Background: an optimization exercise with open tools, aiming at small area. Do not read the settings as production practice. Where RTL was checked, it was by simulation tests only, not by an equivalence proof against the original. Function not checked in run 2: the RTL went through the layout flow alone. Power and IR drop assume default switching activity.

==> config.mk <==
export PLATFORM = sky130hd
export DESIGN_NAME = FourBitCPU
export DESIGN_NICKNAME = FourBitCPU
export VERILOG_FILES = /design/flow/design.v
export SDC_FILE = /design/flow/constraint.sdc
export NUM_CORES = 4
export LEC_CHECK = 0
export CAP_MARGIN = 10
export CORE_MARGIN = 2
export CORE_UTILIZATION = 78
export GPL_ROUTABILITY_DRIVEN = 0
export GPL_TIMING_DRIVEN = 0
export SLEW_MARGIN = 10
==> constraint.sdc <==
create_clock -name core_clock -period 8.0 [get_ports {clk}]
set_input_delay 1.6000 -clock core_clock [delete_from_list [all_inputs] [get_ports {clk}]]
set_output_delay 1.6000 -clock core_clock [all_outputs]
set_load 0.01 [all_outputs]
==> design.v <==
`timescale 1ns / 1ps
module FourBitCPU(rst, clk, opcode, address, myinput, myoutput, HLT, s_flag, z_flag, c_flag);
input rst, clk;
input [3:0] opcode;
input [3:0] address;
input [7:0] myinput;
output reg [7:0] myoutput;
output reg HLT, s_flag, z_flag, c_flag;
reg [7:0] memE [0:7];
reg [7:0] memO [0:7];
reg [7:0] stk  [0:7];
reg [3:0] stackPoint;
reg [4:0] progCount;
wire pcDone = (progCount[2:0] == 3'b000);
wire run = !pcDone && !HLT;
wire [7:0] oSel = 8'd1 << address[3:1];
wire [7:0] eSel = address[0] ? {oSel[6:0], oSel[7]} : oSel;
wire [2:0] eIdx = address[3:1] + address[0];
wire [7:0] eVal = memE[eIdx];
wire [7:0] oVal = memO[address[3:1]];
wire       isXchg = (opcode == 4'd2);
wire [7:0] memA  = (address[0] ^ isXchg) ? oVal : eVal;
wire [7:0] mem0  = memE[0];
wire [7:0] spSel  = 8'd1 << stackPoint[2:0];
wire [7:0] stkTop = stk[stackPoint[2:0]];
wire       isSub = (opcode == 4'd1);
wire [7:0] addB  = myinput ^ {8{isSub}};
reg [8:0] cy;
reg [7:0] sum;
integer k;
always @*
begin
  cy[0] = isSub;
  for (k=0; k<8; k=k+1)
  begin
    sum[k] = memA[k] ^ addB[k] ^ cy[k];
    cy[k+1] = (memA[k] & addB[k]) | (cy[k] & (memA[k] ^ addB[k]));
  end
end
wire borrow = !cy[8];
reg [3:0] lut;    
always @*
  case (opcode)
    4'd3:  lut = 4'b1100;    
    4'd5:  lut = 4'b1010;    
    4'd7:  lut = 4'b1000;    
    4'd9:  lut = 4'b1110;    
    4'd10: lut = 4'b0110;    
    4'd14: lut = 4'b0011;    
    default: lut = 4'b1100;  
  endcase
reg [7:0] lres;
integer j;
always @*
  for (j=0; j<8; j=j+1)
    lres[j] = (opcode == 4'd3) ? mem0[j] : lut[{memA[j], myinput[j]}];
wire [7:0] wres = (opcode == 4'd12) ? stkTop : lres;
reg [7:0] res;
always @*
  case (opcode)
    4'd0:  res = sum;
    4'd4:  res = memA >> 1;
    4'd13: res = memA << 1;
    default: res = wres;
  endcase
wire resZero = (lres == 8'd0);
wire memZero = resZero;
wire isPush = (opcode == 4'd11);
wire isPop  = (opcode == 4'd12);
wire wrA    = (opcode == 4'd3) || (opcode == 4'd5) || (opcode == 4'd7) || (opcode == 4'd9) ||
              (opcode == 4'd10) || (opcode == 4'd12) || (opcode == 4'd14);
wire weE = run && (isXchg || (wrA && !address[0]));
wire weO = run && (isXchg || (wrA && address[0]));
wire [7:0] dE = isXchg ? oVal : wres;
wire [7:0] dO = isXchg ? eVal : wres;
wire [7:0] dE0 = dE & {8{!rst}};
wire [7:0] dE1 = dE | {8{rst}};
wire [7:0] dO0 = dO & {8{!rst}};
wire [7:0] dO1 = dO | {8{rst}};
wire stkWe = run && (isPush || isPop);
wire stkK  = rst || isPop;
wire [7:0] dS0 = memA & {8{!stkK}};
wire [7:0] dS1 = memA | {8{stkK}};
wire       dS3a = rst ? 1'b0 : isPop ? !stackPoint[3] : memA[3];
wire       dS3b = rst ? 1'b1 : isPop ? !stackPoint[3] : memA[3];
genvar g;
generate
  for (g=0; g<8; g=g+1)
  begin : bank
    wire enE = rst || (weE && eSel[g]);
    wire enO = rst || (weO && oSel[g]);
    wire [7:0] nE = {dE0[7:4], g[2] ? dE1[3] : dE0[3], g[1] ? dE1[2] : dE0[2],
                     g[0] ? dE1[1] : dE0[1], dE0[0]};
    wire [7:0] nO = {dO0[7:4], g[2] ? dO1[3] : dO0[3], g[1] ? dO1[2] : dO0[2],
                     g[0] ? dO1[1] : dO0[1], dO1[0]};
    wire enS = rst || (stkWe && (isPush ? spSel[(g+1)%8] : spSel[g]));
    wire [7:0] nS = {dS0[7:4], (g >= 6) ? dS3b : dS3a, g[2] ? dS1[2] : dS0[2],
                     g[1] ? dS1[1] : dS0[1], g[0] ? dS1[0] : dS0[0]};
    always @(posedge clk)
    begin
      if (enE) memE[g] <= nE;
      if (enO) memO[g] <= nO;
      if (enS) stk[g] <= nS;
    end
  end
endgenerate
always @(posedge clk)
begin
if (rst)
begin
  c_flag <= 0;
  z_flag <= 0;
  s_flag <= 0;
  myoutput <= 0;
  HLT <= 0;
  progCount <= 5'b00001;
  stackPoint <= 4'b1110;
end
else if (run)
begin
  progCount <= {progCount[3:0], progCount[4] ^ progCount[2]};
  if (opcode != 4'd15) myoutput <= res;
  case (opcode)
  4'd0: begin c_flag <= cy[8]; s_flag <= 1'b0; if (memZero) z_flag <= 1'b1; end
  4'd1: begin c_flag <= borrow; s_flag <= borrow; z_flag <= memZero; end
  4'd3, 4'd7: if (resZero) z_flag <= 1'b1;
  4'd5, 4'd6: z_flag <= resZero;
  4'd8: begin c_flag <= 1'b0; s_flag <= 1'b0; z_flag <= 1'b0; end
  4'd9, 4'd10: begin c_flag <= 1'b0; s_flag <= 1'b0; z_flag <= resZero; end
  4'd11: stackPoint <= stackPoint - 1'b1;
  4'd12: stackPoint <= stackPoint + 1'b1;
  4'd13: z_flag <= memZero;
  4'd15: HLT <= 1'b1;
  default: ;
  endcase
end
end
endmodule
==> flow/run.sh <==
#!/bin/bash
# Own flow: the standard layout (standard.sh), with the synthesis script
# swapped for flow/synth.tcl (same as synth_recipe.tcl but a different ABC
# mapping script) and no separate adder mapping. Every tool's output goes to a log file in this folder.
set -euo pipefail
HERE=$(pwd)
export FLOW_ABC_SCRIPT=$HERE/flow/abc_map.script
# check that synth_recipe.tcl is the script we modified
diff <(grep -v '^proc synth' synth_recipe.tcl) <(grep -v '^#\|^proc\|^  \|^}' flow/synth.tcl) > synth_diff.log 2>&1 || true
# Also leave ADDER_MAP_FILE empty, so that ORFS skips its extract_fa/adder
# mapping step and ABC maps the adder logic with everything else.
sed "s#SYNTH_SCRIPT=[^ ]*#SYNTH_SCRIPT=$HERE/flow/synth.tcl ADDER_MAP_FILE=#" standard.sh > my_standard.sh
if [[ -f flow/cts_args ]]; then export CTS_ARGS="$(cat flow/cts_args)"; fi
if [[ -f flow/buffer_ports_args ]]; then export BUFFER_PORTS_ARGS="$(cat flow/buffer_ports_args)"; fi
bash my_standard.sh > flow_run.log 2>&1
==> flow/abc_map.script <==
strash
dch -f
amap
mfs -a
strash
dch -f
amap
topo
==> flow/buffer_ports_args <==
-buffer_cell sky130_fd_sc_hd__buf_1
==> flow/cts_args <==
-sink_clustering_enable -repair_clock_nets -dont_use_dummy_load -buf_list {sky130_fd_sc_hd__clkbuf_4} -sink_clustering_size 10 -sink_clustering_max_diameter 40
==> flow/synth.tcl <==
# The standard flow's synthesis script (synth_recipe.tcl) with one change: the combinational
# logic is mapped by ABC with flow/abc_map.script (area-oriented amap and mfs) instead of
# ORFS's abc_speed/abc_area script. Registers are untouched by ABC.
proc synth {args} { yosys synth -nofsm -noshare {*}$args }
proc abc {args} {
  set i [lsearch -exact $args -script]
  if {$i >= 0} { lset args [expr {$i + 1}] $::env(FLOW_ABC_SCRIPT) }
  yosys abc {*}$args
}
source $::env(SCRIPTS_DIR)/synth.tcl
# left out here: clear keep_hierarchy, flatten, clean up, hide names made inside functions, write 1_2_yosys.v
==> standard.sh <==
#!/bin/bash
# synth_recipe.tcl (not shown) runs the flow's synth.tcl, then flattens the netlist and writes it again
# the make line also repeats each setting of config.mk as NAME=value (left out here)
make -C /OpenROAD-flow-scripts/flow DESIGN_CONFIG=/design/flow/config.mk WORK_HOME=/design/flow/orfs CLKGATE_MAP_FILE= SYNTH_SCRIPT=/design/flow/synth_recipe.tcl "${@:-finish}"
==> notes.md, run 1 <==
- The run finished with no timing, DRC or antenna violations.
* Max Cap Viol: 0
* Netlist cell types: 34
- Library cell used as clock root buffer: sky130_fd_sc_hd__clkbuf_4
- Tracing the worst setup path back leads to its startpoint at address[1].
- First-iteration detailed-routing DRC count: 1730
- Detail Placement HPWL: 15.89 mm
- Highest achievable clock rate: 137.8 MHz
- STA classifies the critical path startpoint as an input port.
- Power density normalized to cell area: 233.2 mW/mm^2
* Flops & latches, synth: 213
- Final ANT Viol Nets: 0
- R2R setup slack: 3.98 ns
- Clock-pin slew on the worst setup and hold paths: 0.08 ns
- The worst path in the final design needs a cycle of 7.256 ns, including I/O delays and setup.
- Syn. warnings: 4
- The core region is 0.01132 sq mm.
- DRC: 0
* Cell with the largest stage delay on the worst path: sky130_fd_sc_hd__nor3_1
- 0 antenna diodes ended up in the layout.
* Area used by multi-input combinational logic: 0.002635 sq mm
- The first global-routing pass estimated 35.83 mm of wire.
- Largest net degree at the start of global routing: 37
- Final number of setup-violating endpoints: 0
* Final count of hold timing violations: 0
* Unrepaired setup endpoints after global routing: false
- Wire per inst: 25.56 um
- Final Power: 2.227 mW
* Number of buffers inserted by hold repair at cts: 0
- After detailed routing, the number of vias per cell comes to 7.769.
- Portion of the post-synthesis area used by sequential elements: 68.69%
- Vias after detailed routing: 7132
- The sequential cells in the finished layout cover a total of 0.006186 sq mm.
- Sorting the synthesized cells by area gives the leading types as sky130_fd_sc_hd__edfxtp_1, sky130_fd_sc_hd__dfxtp_1, sky130_fd_sc_hd__nor2_1.
* Count of H-tree levels built during CTS: 1
- Cell occurring most often along the worst timing path: sky130_fd_sc_hd__nor2_1
- TritonCTS built the clock tree.
- Counting the buffers created by CTS gives 26.
- At the later pin of the worst-skew pair, clock insertion delay measures 0.65 ns.
* Category of the most critical setup path: in -> reg
- STA classifies the critical path endpoint as a flip-flop.
* Max incr delay on CP: 0.88 ns
- Reg-to-Reg Start: memO[5][0]
- Counting every net in the synthesized netlist gives 733.
- Measured along the x axis, the die boundary spans 111.5 um.
* Syn_area_per_cell: 12.60 sq um
- After synthesis the cells add up to 0.009006 sq mm.
- The final critical path takes up 90.70% of the cycle.
- Routed met3 length: 3.357 mm
* Depth of the worst register-to-register path: 21
- Post-CTS repair timing setup buffer count: 0
* Clk buf depth: 3
- Once the clock tree was built, the resizer swapped 0 gates to a different size.
* Worst-case headroom to the max-slew limit: 17.16%
* Signal arrival time at the worst endpoint: 7.70 ns
* Total of buffers placed on input and output ports: 29
- Proportion of netlist area held by the largest area contributor: 64.02%
- The via count of the first global-routing pass came to 6691.
- The number of antenna violations at the first check in global routing is 0.
- Dominant synthesized flop cell: sky130_fd_sc_hd__edfxtp_1
- Number of instances in the synthesized netlist: 715
- After floorplanning, the core was divided into 39 placement rows.
- Worst Path Required: 8.44 ns
- Number of enable-type register cells in the synthesized netlist: 192
* Nets: 795
- The initial utilization of the core area, before any placement, comes to 79.55%.
- Leakage power figure: 3.104 nW
- After synthesis, the share of flip-flops with an asynchronous set or reset is 0%.
- CTS sink count: 213
- Length of routed met2 wiring: 10.86 mm
- Worst IR drop on VDD: 192.1 uV
- After detailed routing, the total wire length is 23.46 mm.
- Number of top-level pins: 30
- The die covers 0.01242 sq mm.
* Count of pins over their slew limit: 0
* Destination of the worst register-to-register timing path: c_flag
- For the final database, setup skew stands at 0.08672 ns.
- The floorplan step set the die height to 111.5 um.
- For the final routed database, the setup TNS stands at 0 ns.
- After global routing the overflow that remains totals 0.
- Cell type with the highest aggregate area in the netlist: sky130_fd_sc_hd__edfxtp_1
- Measured slew at the worst slew-check pin: 1.230 ns
- The first detailed-routing pass ran for 9 iterations.
* Layout Area Growth over Synthesis: 6.016%
* DRT met1 WL: 8.143 mm
* Path category of the worst min-delay check: reg -> reg
* Highest metal layer with signal wires: met4
* Highest fanout seen on the critical path: 11
- Total routing resource utilization after global routing: 37.51%
- Counting the fill cells in the layout gives 604.
* Worst setup path endpoint: c_flag
* Fraction of layout instances using a drive strength above 1: 4.774%
==> synthesized netlist by cell type, drive strengths merged, types with 14 or more instances <==
cell type	n
nand2	32
a222oi	34
o22ai	32
a22oi	23
a21oi	33
clkinv	56
edfxtp	192
a221oi	19
o21ai	57
nor2	91
nand3	14
nor3	32
o21a	14
dfxtp	21
==> layout make-up <==
cell class	count	area share (%)
sequential	213	64.79
timing repair buffer	34	1.494
clock buffer	26	2.044
multi-input combinational	446	27.60
tap	143	1.874
inverter	56	2.202
==> metal layers <==
layer,vias up,global-route usage (%)
met5,-,0
met4,0,15.31
met3,146,8.220
met2,706,58.58
met1,3276,52.77
li1,3004,-
==> how the worst min path moves through the flow <==
| stage | cells past startpoint | startpoint | endpoint |
|---|---|---|---|
| after global routing | 2 | progCount[4] | progCount[4] |
| final | 2 | progCount[0] | progCount[1] |
| after global placement | 2 | progCount[4] | progCount[4] |
| after floorplan | 2 | progCount[4] | progCount[4] |
| after CTS | 2 | progCount[0] | progCount[1] |
| after detailed placement | 2 | progCount[0] | progCount[1] |
==> worst max-delay path: cells and delay by family <==
| kind | cells | cell delay [ns] |
|---|---|---|
| compound gates | 13 | 2.72 |
| simple gates | 9 | 1.93 |
| buf+inv | 4 | 1.42 |
==> layout by cell type, fill, tap and decap left out, drive strengths merged, types with 4 or more instances in the layout <==
cell / n
a211oi: 4
clkbuf: 26
o22ai: 32
a221oi: 19
a22oi: 23
a222oi: 34
o32a: 7
nor2: 91
o21ai: 57
nor4: 5
o221ai: 4
dfxtp: 21
nand3: 14
a21oi: 33
or2: 8
nor3: 32
edfxtp: 192
a21boi: 4
nor2b: 4
nand2: 32
buf: 34
nand4: 7
o21a: 14
clkinv: 56
==> cells by family (layout without fill, tap and decap cells) <==
logic type / count (synthesis) / after routing / synth area share [%]
AO/OA/AOI/OAI: 245 / 245 / 19.07
buffers and inverters: 56 / 116 / 2.334
AND/OR/NAND/NOR: 201 / 201 / 9.906
flip-flops: 213 / 213 / 68.69
==> where the power goes <==
part | switching, mW | total (mW) | internal (mW)
sequential | 0.0426 | 1.40 | 1.36
clock | 0.317 | 0.466 | 0.149
combinational | 0.256 | 0.357 | 0.102
==> through the flow <==
step	util, %	instance area, sq um	instances	setup WS, ns	hold slack (ns)
final	84.34	9548	918	0.7439	0.4909
after global routing	84.34	9548	918	0.3049	0.4998
after CTS	84.12	9523	917	1.076	0.4763
after detailed placement	82.39	9328	891	0.5344	0.4588
after global placement	82.10	9294	887	0.5286	0.4439
after floorplan	-	9006	715	2.128	0.4349
==> registers in the layout, indices dropped and copies added (netlist names) <==
register and cells:
myoutput 8, progCount 5, HLT 1, s_flag 1, z_flag 1, stk 64
stackPoint 4, memE 64, memO 64, c_flag 1
==> run 2: changes to the inputs <==
--- a/design.v
+++ b/design.v
@@ -69,8 +69,8 @@
 wire isPop  = (opcode == 4'd12);
 wire wrA    = (opcode == 4'd3) || (opcode == 4'd5) || (opcode == 4'd7) || (opcode == 4'd9) ||
               (opcode == 4'd10) || (opcode == 4'd12) || (opcode == 4'd14);
-wire weE = run && (isXchg || (wrA && !address[0]));
-wire weO = run && (isXchg || (wrA && address[0]));
+wire weE = isXchg || (wrA && !address[0]);
+wire weO = isXchg || (wrA && address[0]);
 wire [7:0] dE = isXchg ? oVal : wres;
 wire [7:0] dO = isXchg ? eVal : wres;
 wire [7:0] dE0 = dE & {8{!rst}};
--- a/config.mk
+++ b/config.mk
@@ -8,6 +8,5 @@
 export CAP_MARGIN = 10
 export CORE_MARGIN = 2
 export CORE_UTILIZATION = 78
-export GPL_ROUTABILITY_DRIVEN = 0
 export GPL_TIMING_DRIVEN = 0
 export SLEW_MARGIN = 10
==> notes.md, run 2 <==
* Status: timing/DRC/antenna clean
- The amount of wire on met3 after detailed routing is 3.706 mm (+10%).
- Switching power share of the total: 27.71% (+0.065 points)
- Library cell used as clock root buffer: sky130_fd_sc_hd__clkbuf_4
- Fraction of layout instances using a drive strength above 1: 4.787% (+0.012 points)
- Vias after detailed routing: 7144 (+0.17%)
* First-iteration detailed-routing DRC count: 1473 (-15%)
- Largest net degree at the start of global routing: 37 (unchanged)
- Finished Core Util: 84.31% (about the same)
- Most used cells in the layout excluding fill and tap cells: sky130_fd_sc_hd__edfxtp_1, sky130_fd_sc_hd__nor2_1, sky130_fd_sc_hd__clkinv_1, sky130_fd_sc_hd__nand2_1, sky130_fd_sc_hd__o22ai_1
- The net count after synthesis came to 731 (-0.27%).
- The maximum fanout encountered on the critical timing path came to 17 (+6).
* Power density normalized to cell area: 233.5 mW/mm^2 (+0.12%)
- Number of buffers inserted by hold repair at cts: 0 (unchanged)
- DRC: 0 (unchanged)
- The post-cts resize count came to 0 (unchanged).
- The minimum setup slack among reg-to-reg paths is 3.02 ns (-0.96 ns).
* Number of instances in the synthesized netlist: 713 (-0.28%)
- Placer Congestion: 1.032
- Final number of setup-violating endpoints: 0 (unchanged)
* Worst setup path endpoint: c_flag
- Number of enable-type register cells in the synthesized netlist: 192 (unchanged)
* Clock-pin slew on the worst setup and hold paths: 0.08 ns (about the same)
* First-pass detailed-route iteration total: 7 (-2)
- The net load switching power is 0.6176 mW (+0.32%).
* Post-layout min period: 7.343 ns (+0.08672 ns)
* CORE AREA: 0.01132 sq mm (unchanged)
* Destination of the worst register-to-register timing path: c_flag
* Effective utilization at floorplan: 79.48% (about the same)
- The post-synthesis register bit count is 213 (unchanged).
- For this run, the leading register cell type out of synthesis is sky130_fd_sc_hd__edfxtp_1.
- The total negative slack is 0 ns (unchanged).
* Netlist cell types: 36 (+5.9%)
- CTS sink count: 213 (unchanged)
- Start point of the critical path: opcode[2]
- Summed over all instances, the cell type with the most area after synthesis is sky130_fd_sc_hd__edfxtp_1.
- Syn_area_per_cell: 12.62 sq um (+0.18%)
- The non-filler instance count after layout is 916 (-0.22%).
- The number of slew-limit violations in the final report is 0 (unchanged).
- The die area is 0.01241 sq mm (about the same).
- Placed cells: 890 (-0.11%)
- Logic gate share of total power: 16.0% (about the same)
* Total of buffers placed on input and output ports: 29 (unchanged)
* Cell area after technology mapping: 0.008997 sq mm (about the same)
- Length of routed met2 wiring: 11.14 mm (+2.6%)
- The clock group share of total power was 20.9% (about the same).
- The clock latency on the worst-skew pair came to 0.65 ns (about the same).
- Count of standard-cell rows: 39 (unchanged)
* Detail Placement HPWL: 15.99 mm (+0.64%)
- The wire length the detailed router placed on met1 was 8.071 mm (-0.88%).
* Commonest non-fill, non-tap cell in the layout: sky130_fd_sc_hd__edfxtp_1
- Setup repair after global routing left no endpoint under its margin.
- Max Cap Viol: 0 (unchanged)
- The cell-internal power is 1.611 mW (about the same).
- The area growth from synthesis to layout was 6.077% (about the same).
- The remaining global-route overflow came to 0 (unchanged).
- Startpoint kind of the worst setup timing path: input port
- Worst Path Required: 8.45 ns (about the same)
* Leakage power figure: 3.097 nW (-0.21%)
* Nets: 793 (-0.25%)
- The critical path arrival is 7.79 ns (+0.09 ns).
* Wire per inst: 26.35 um (+3.1%)
- The average via count per standard cell was 7.799 (+0.39%).
* Filler instances: 600 (-0.66%)
- Cell with the largest stage delay on the worst path: sky130_fd_sc_hd__o22ai_1
- Worst IR drop on VDD: 190.9 uV (-0.60%)
* Highest metal layer with signal wires: met4
* Post-route clock skew: 0.07459 ns (-0.01213 ns)
- Highest achievable clock rate: 136.2 MHz (-1.2%)
- Sequential power share: 63.1% (about the same)
* Clk buf depth: 3 (unchanged)
* Path category of the worst min-delay check: reg -> reg
- The setup path with the least slack is of type in -> reg.
- Diodes inserted: 0 (unchanged)
- The number of nets with antenna violations after detailed routing came to 0 (unchanged).
- Proportion of netlist area held by the largest area contributor: 64.08% (about the same)
* Post-CTS repair timing setup buffer count: 0 (unchanged)
- The largest stage delay on the critical path is 0.80 ns (-0.08 ns).
- Commonest cells in the netlist: sky130_fd_sc_hd__edfxtp_1, sky130_fd_sc_hd__nor2_1, sky130_fd_sc_hd__clkinv_1
* Largest registers: memE x64, memO x64, stk x64
- Syn. warnings: 4 (unchanged)
- Total routing resource utilization after global routing: 39.46% (+1.9 points)
- Global-route wire length before repair: 37.33 mm (+4.2%)
- Worst-case headroom to the max-slew limit: 15.10% (-2.1 points)
- In this run the critical register-to-register path is launched from memO[2][0].
- The final cycle utilization of the critical path came to 91.79% (+1.1 points).
* Portion of the post-synthesis area used by sequential elements: 68.75% (about the same)
* Initial antenna violation count: 0 (unchanged)
- Async S/R FF share, synth: 0% (unchanged)
- The final hold violation count is 0 (unchanged).
- The number of H-tree branching levels is 1 (unchanged).
* Number of global-route vias before repair: 6790 (+1.5%)
- Depth of the worst register-to-register path: 21 (unchanged)
- Total CTS buffers: 26 (unchanged)
- CP endpoint kind: flip-flop
- The post-detailed-routing wire length came to 24.14 mm (+2.9%).
- Counting stages on the worst path, the most repeated cell is sky130_fd_sc_hd__nor2_1.
- By area the synthesized netlist is led by sky130_fd_sc_hd__edfxtp_1, sky130_fd_sc_hd__dfxtp_1, sky130_fd_sc_hd__a222oi_1.
- The count of pins on the block boundary came to 30 (unchanged).
- Die Height: 111.4 um (about the same)
- Measured slew at the worst slew-check pin: 1.262 ns (+0.03249 ns)
- The floorplan die width came to 111.4 um (about the same).
- Library cell with the highest instance count after synthesis: sky130_fd_sc_hd__edfxtp_1
- TritonCTS built the clock tree.
## run 2: changes by cell type after synthesis, sizes merged, moves of 2 or more
cell | before | now
a2111oi | 0 | 2
a21boi | 4 | 8
a221o | 0 | 2
a221oi | 19 | 17
a22o | 3 | 5
a22oi | 23 | 17
clkinv | 56 | 54
nand2 | 32 | 38
nor2 | 91 | 89
o21a | 14 | 9
o21ai | 57 | 53
o22ai | 32 | 35
o32ai | 1 | 4
## run 2: cell type report
| class | instances | area [sq um] | share of cell area (%) |
|---|---|---|---|
| sequential | 213 | 6186 | 64.81 |
| timing repair buffer | 34 | 147.6 | 1.547 |
| multi-input combinational | 446 | 2634 | 27.60 |
| clock buffer | 26 | 195.2 | 2.045 |
| inverter | 54 | 202.7 | 2.124 |
| tap | 143 | 178.9 | 1.875 |
## run 2: power groups by stage
stage | clock network [mW] | logic [mW] | registers, mW
final | 0.466 | 0.357 | 1.41
after global routing | 0.500 | 0.381 | 1.41
after CTS | 0.461 | 0.339 | 1.40
after detailed placement | 0 | 0.336 | 1.43
after global placement | 0 | 0.317 | 1.42
after floorplan | 0 | 0.219 | 1.41
## run 2: metrics by stage
step | hold slack, ns | worst slack (ns) | power (mW) | cell area, sq um
after floorplan | 0.4349 | 2.028 | 1.632 | 8997
after global placement | 0.4435 | 0.5722 | 1.733 | 9285
after detailed placement | 0.4489 | 0.3943 | 1.763 | 9329
after CTS | 0.4606 | 0.8874 | 2.202 | 9524
after global routing | 0.4792 | 0.2487 | 2.294 | 9544
final | 0.4650 | 0.6571 | 2.229 | 9544
## run 2: worst min path at each step
stage	start	to	slack (ns)	cells past startpoint
final	progCount[4]	progCount[4]	0.46	2
after floorplan	progCount[4]	progCount[4]	0.43	2
after CTS	progCount[4]	progCount[4]	0.46	2
after global routing	progCount[4]	progCount[4]	0.48	2
after detailed placement	progCount[4]	progCount[4]	0.45	2
after global placement	progCount[4]	progCount[4]	0.44	2
## run 2: worst max-delay path, delay by kind of cell
family	cells	cell delay, ns
AO/OA/AOI/OAI	11	2.59
buffers and inverters	5	1.68
AND/OR/NAND/NOR	9	1.90
## run 2: kinds of logic after synthesis
kind of cell / synth area share, %
and+or+nand+nor: 10.01
buffers and inverters: 2.253
DFF: 68.75
AOI/OAI and AO/OA: 18.98
## run 2: layer usage
layer	up-vias	global-route usage (%)
li1	3008	-
met3	139	8.547
met2	722	60.20
met1	3275	55.06
met5	-	0
met4	0	20.25
==> run 3: changes to the inputs <==
--- a/design.v
+++ b/design.v
@@ -69,8 +69,8 @@
 wire isPop  = (opcode == 4'd12);
 wire wrA    = (opcode == 4'd3) || (opcode == 4'd5) || (opcode == 4'd7) || (opcode == 4'd9) ||
               (opcode == 4'd10) || (opcode == 4'd12) || (opcode == 4'd14);
-wire weE = isXchg || (wrA && !address[0]);
-wire weO = isXchg || (wrA && address[0]);
+wire weE = run && (isXchg || (wrA && !address[0]));
+wire weO = run && (isXchg || (wrA && address[0]));
 wire [7:0] dE = isXchg ? oVal : wres;
 wire [7:0] dO = isXchg ? eVal : wres;
 wire [7:0] dE0 = dE & {8{!rst}};
==> flow/cts_args (replaced) <==
-sink_clustering_enable -repair_clock_nets -dont_use_dummy_load -buf_list {sky130_fd_sc_hd__clkbuf_4} -sink_clustering_size 9 -sink_clustering_max_diameter 40
==> notes.md, run 3 <==
* Final Routed Wirelength: 23.57 mm (-2.4%)
- Worst Hold Launch: progCount[0]
* Top cells by area in the synthesized netlist: sky130_fd_sc_hd__edfxtp_1, sky130_fd_sc_hd__dfxtp_1, sky130_fd_sc_hd__nor2_1
* Die Area: 0.01242 sq mm (about the same)
- The time the worst path needs with I/O delays and setup was 7.019 ns (-0.3234 ns).
- The final hold violation count came to 0 (unchanged).
- Non-Filler Cell Area, Final: 0.009563 sq mm (+0.20%)
- The clock latency on the worst-skew pair was 0.66 ns (about the same).
- The post-route DRC violation count came to 0 (unchanged).
- Filler instances: 597 (-0.50%)
- Number of global-route vias before repair: 6640 (-2.2%)
- The worst setup slack before clock tree synthesis is 0.2737 ns (-0.1206 ns).
- The clock group share of total power is 21.4% (+0.5 points).
* Net Switching: 0.6186 mW (+0.17%)
- Number of enable-type register cells in the synthesized netlist: 192 (unchanged)
- Path category of the worst min-delay check: reg -> reg
- Clk buf depth: 3 (unchanged)
- Final ANT Viol Nets: 0 (unchanged)
* Startpoint kind of the worst setup timing path: input port
- Area used by multi-input combinational logic: 0.002645 sq mm (+0.43%)
- In the post-synthesis netlist, the cell with the most instances is sky130_fd_sc_hd__edfxtp_1.
- Max incr delay on CP: 0.75 ns (-0.05 ns)
- The post-place instance area came to 0.009323 sq mm (about the same).
- The area of the core came to 0.01132 sq mm (unchanged).
* Measured slew at the worst slew-check pin: 1.324 ns (+0.06189 ns)
* Status: timing/DRC/antenna clean
* Commonest non-fill, non-tap cell in the layout: sky130_fd_sc_hd__edfxtp_1
- The number of slew-limit violations in the final report was 0 (unchanged).
* First-pass detailed-route iteration total: 7 (unchanged)
- The final cycle utilization of the critical path is 87.74% (-4.0 points).
* Flops & latches, synth: 213 (unchanged)
* Diodes inserted: 0 (unchanged)
* Number of buffers inserted by hold repair at cts: 0 (unchanged)
* Largest net degree at the start of global routing: 37 (unchanged)
* Number of instances on the worst hold path: 2 (unchanged)
* Depth of the worst register-to-register path: 21 (unchanged)
- The part of the total power dissipated in combinational logic came to 16.0% (about the same).
- The average wire per standard cell is 25.64 um (-2.7%).
- Final number of setup-violating endpoints: 0 (unchanged)
- The top cell types in the final layout, fill and taps aside, are sky130_fd_sc_hd__edfxtp_1, sky130_fd_sc_hd__nor2_1, sky130_fd_sc_hd__clkinv_1, sky130_fd_sc_hd__o21ai_0, sky130_fd_sc_hd__a222oi_1.
- The average via count per standard cell was 7.624 (-2.3%).
- The half-perimeter wire length after detailed placement was 15.89 mm (-0.63%).
* Highest achievable clock rate: 142.5 MHz (+4.6%)
- The worst hold slack was 0.4766 ns (+0.01157 ns).
* Fraction of layout instances using a drive strength above 1: 5.155% (+0.37 points)
- The global-route wire length before repair was 35.92 mm (-3.8%).
- Number of resized instances in the post-cts repair step: 0 (unchanged)
- The height of the chip is 111.5 um (about the same).
* Initial antenna violation count: 0 (unchanged)
- Commonest cells in the netlist: sky130_fd_sc_hd__edfxtp_1, sky130_fd_sc_hd__nor2_1, sky130_fd_sc_hd__o21ai_0
- Signal arrival time at the worst endpoint: 7.46 ns (-0.33 ns)
- The floorplan die width was 111.5 um (about the same).
* Portion of the post-synthesis area used by sequential elements: 68.69% (about the same)
- The critical path is of the in -> reg type.
- Reg-to-Reg Start: memO[5][0]
* Clock tree from TritonCTS: done
- The maximum vdd drop came to 191.8 uV (+0.44%).
- Syn_area_per_cell: 12.60 sq um (-0.18%)
- Switching power share of the total: 27.61% (-0.11 points)
- The total negative slack is 0 ns (unchanged).
- Post-route clock skew: 0.08487 ns (+0.01028 ns)
* Number of instances in the synthesized netlist: 715 (+0.28%)
* Power density normalized to cell area: 234.3 mW/mm^2 (+0.36%)
- Highest fanout seen on the critical path: 18 (+1)
- Proportion of netlist area held by the largest area contributor: 64.02% (about the same)
* Fin worst setup slack: 0.9806 ns (+0.3234 ns)
- The number of core rows is 39 (unchanged).
- The number of buffers inserted during clock tree synthesis came to 28 (+7.7%).
- Netlist cell types: 34 (-5.6%)
- The number of buffers added for setup after CTS was 0 (unchanged).
- WHS Endpoint: progCount[1]
- Library cell used as clock root buffer: sky130_fd_sc_hd__clkbuf_4
* Total routing resource utilization after global routing: 37.94% (-1.5 points)
* Effective utilization at floorplan: 79.55% (about the same)
* Nets: 796 (+0.38%)
- Placer Congestion: 0.9853 (-4.5%)
- Layout Area Growth over Synthesis: 6.182% (about the same)
- Vias after detailed routing: 7006 (-1.9%)
* Clock-pin slew on the worst setup and hold paths: 0.07 ns (about the same)
* Worst-case headroom to the max-slew limit: 10.80% (-4.3 points)
- The count of pins on the block boundary is 30 (unchanged).
* Destination of the worst register-to-register timing path: c_flag
- The count of maximum capacitance violations was 0 (unchanged).
* Cell area after technology mapping: 0.009006 sq mm (about the same)
* Cell-internal power: 1.622 mW (+0.70%)
- The synthesized design spends more area on one cell type than any other, namely sky130_fd_sc_hd__edfxtp_1.
* Leftover overflow at the end of global routing: 0 (unchanged)
* Cell occurring most often along the worst timing path: sky130_fd_sc_hd__nor2_1
* Sequential power share: 62.7% (-0.4 points)
- Leakage power figure: 3.112 nW (+0.47%)
- The number of design-rule violations left by the first detailed-router iteration was 1409 (-4.3%).
- The post-synthesis async set-or-reset flop share is 0% (unchanged).
- Cell with the largest stage delay on the worst path: sky130_fd_sc_hd__o22ai_1
- The critical path data required time is 8.44 ns (about the same).
- The sequential standard cell area came to 0.006186 sq mm (unchanged).
- Net count after synthesis: 733 (+0.27%)
- The number of clock sinks seen by CTS is 213 (unchanged).
* Count of H-tree levels built during CTS: 1 (unchanged)
- Largest registers: memE x64, memO x64, stk x64
* Total of buffers placed on input and output ports: 29 (unchanged)
* CP endpoint kind: flip-flop
- Unrepaired setup endpoints after global routing: false
- R2R setup slack: 3.93 ns (+0.91 ns)
* Dominant synthesized flop cell: sky130_fd_sc_hd__edfxtp_1
- The warning count from the yosys run was 4 (unchanged).
==> run 3: cell type report <==
class | count | area share [%]
inverter | 56 | 2.198
sequential | 213 | 64.69
timing repair buffer | 33 | 1.387
multi-input combinational | 446 | 27.66
tap | 143 | 1.871
clock buffer | 28 | 2.198
==> run 3: worst max path at each step <==
stage / end / cells after the start / slack (ns) / startpoint
2_1_floorplan: c_flag / 24 / 2.13 / opcode[0]
3_3_place_gp: c_flag / 26 / 0.62 / address[1]
3_5_place_dp: c_flag / 26 / 0.27 / address[1]
4_1_cts: c_flag / 26 / 0.85 / address[1]
5_1_grt: c_flag / 25 / 0.48 / opcode[2]
6_report: c_flag / 25 / 0.98 / opcode[2]
==> run 3: worst max-delay path, delay by kind of cell <==
kind / cells / cell delay, ns
AO/OA/AOI/OAI: 11 / 2.57
buffers and inverters: 5 / 1.63
AND/OR/NAND/NOR: 9 / 1.63
==> run 3: cells by family (layout without fill, tap and decap cells) <==
| logic type | count (synthesis) | after routing | synth area share (%) |
|---|---|---|---|
| and+or+nand+nor | 201 | 201 | 9.906 |
| AOI/OAI and AO/OA | 245 | 245 | 19.07 |
| buffers and inverters | 56 | 117 | 2.334 |
| DFF | 213 | 213 | 68.69 |
==> run 3: power groups by stage <==
stage | registers [mW] | clock network [mW] | logic (mW)
floorplan | 1.41 | 0 | 0.220
global placement | 1.42 | 0 | 0.323
detailed placement | 1.43 | 0 | 0.340
CTS | 1.40 | 0.475 | 0.342
global route | 1.41 | 0.512 | 0.382
finish | 1.40 | 0.479 | 0.358
==> run 3: per-layer routing <==
metal	track usage (%)	vias up	part of all wire, %
met5	0	-	0
met4	16.87	0	4.7
met3	9.690	120	14
met2	58.21	670	46
met1	52.66	3205	35
li1	-	3011	-
==> run 3: stage by stage <==
| step | utilization, % | cells | total power [mW] |
|---|---|---|---|
| 3_3_place_gp | 82.10 | 887 | 1.739 |
| 5_1_grt | 84.47 | 919 | 2.308 |
| 4_1_cts | 84.21 | 918 | 2.217 |
| 3_5_place_dp | 82.35 | 890 | 1.767 |
| 6_report | 84.47 | 919 | 2.241 |
| 2_1_floorplan | - | 715 | 1.634 |

## static timing again, ports no longer ideal
In the flow no input, the clock included, has a driving cell. The finished layouts below were timed again as built, in two steps. Step 1 sets driving cells, clkbuf_16 on the clock port and buf_2 on the other inputs (assumed; they add their load-dependent delay and slew). Step 2 also shifts input and output timing later by t, the mid clock arrival at the registers, as if the neighbouring blocks saw the same clock. Three values: no drivers, after step 1, after step 2; two values: the first two.
| run | t, ns | setup WS [ns] | hold WS [ns] | clock arrival spread, ns |
|---|---|---|---|---|
| run 1 | 0.646 | 0.744 / 0.757 / 0.111 | 0.491 / 0.491 / 0.491 | 0.087 / 0.086 |
| run 2 | 0.651 | 0.657 / 0.673 / 0.021 | 0.465 / 0.465 / 0.465 | 0.074 / 0.075 |
| run 3 | 0.649 | 0.981 / 0.997 / 0.348 | 0.477 / 0.477 / 0.477 | 0.085 / 0.085 |
After both steps setup and hold are still met in every run listed. For run 2, which loses most, drivers alone change the setup slack by +0.016 ns; drivers and shift together by -0.636 ns.
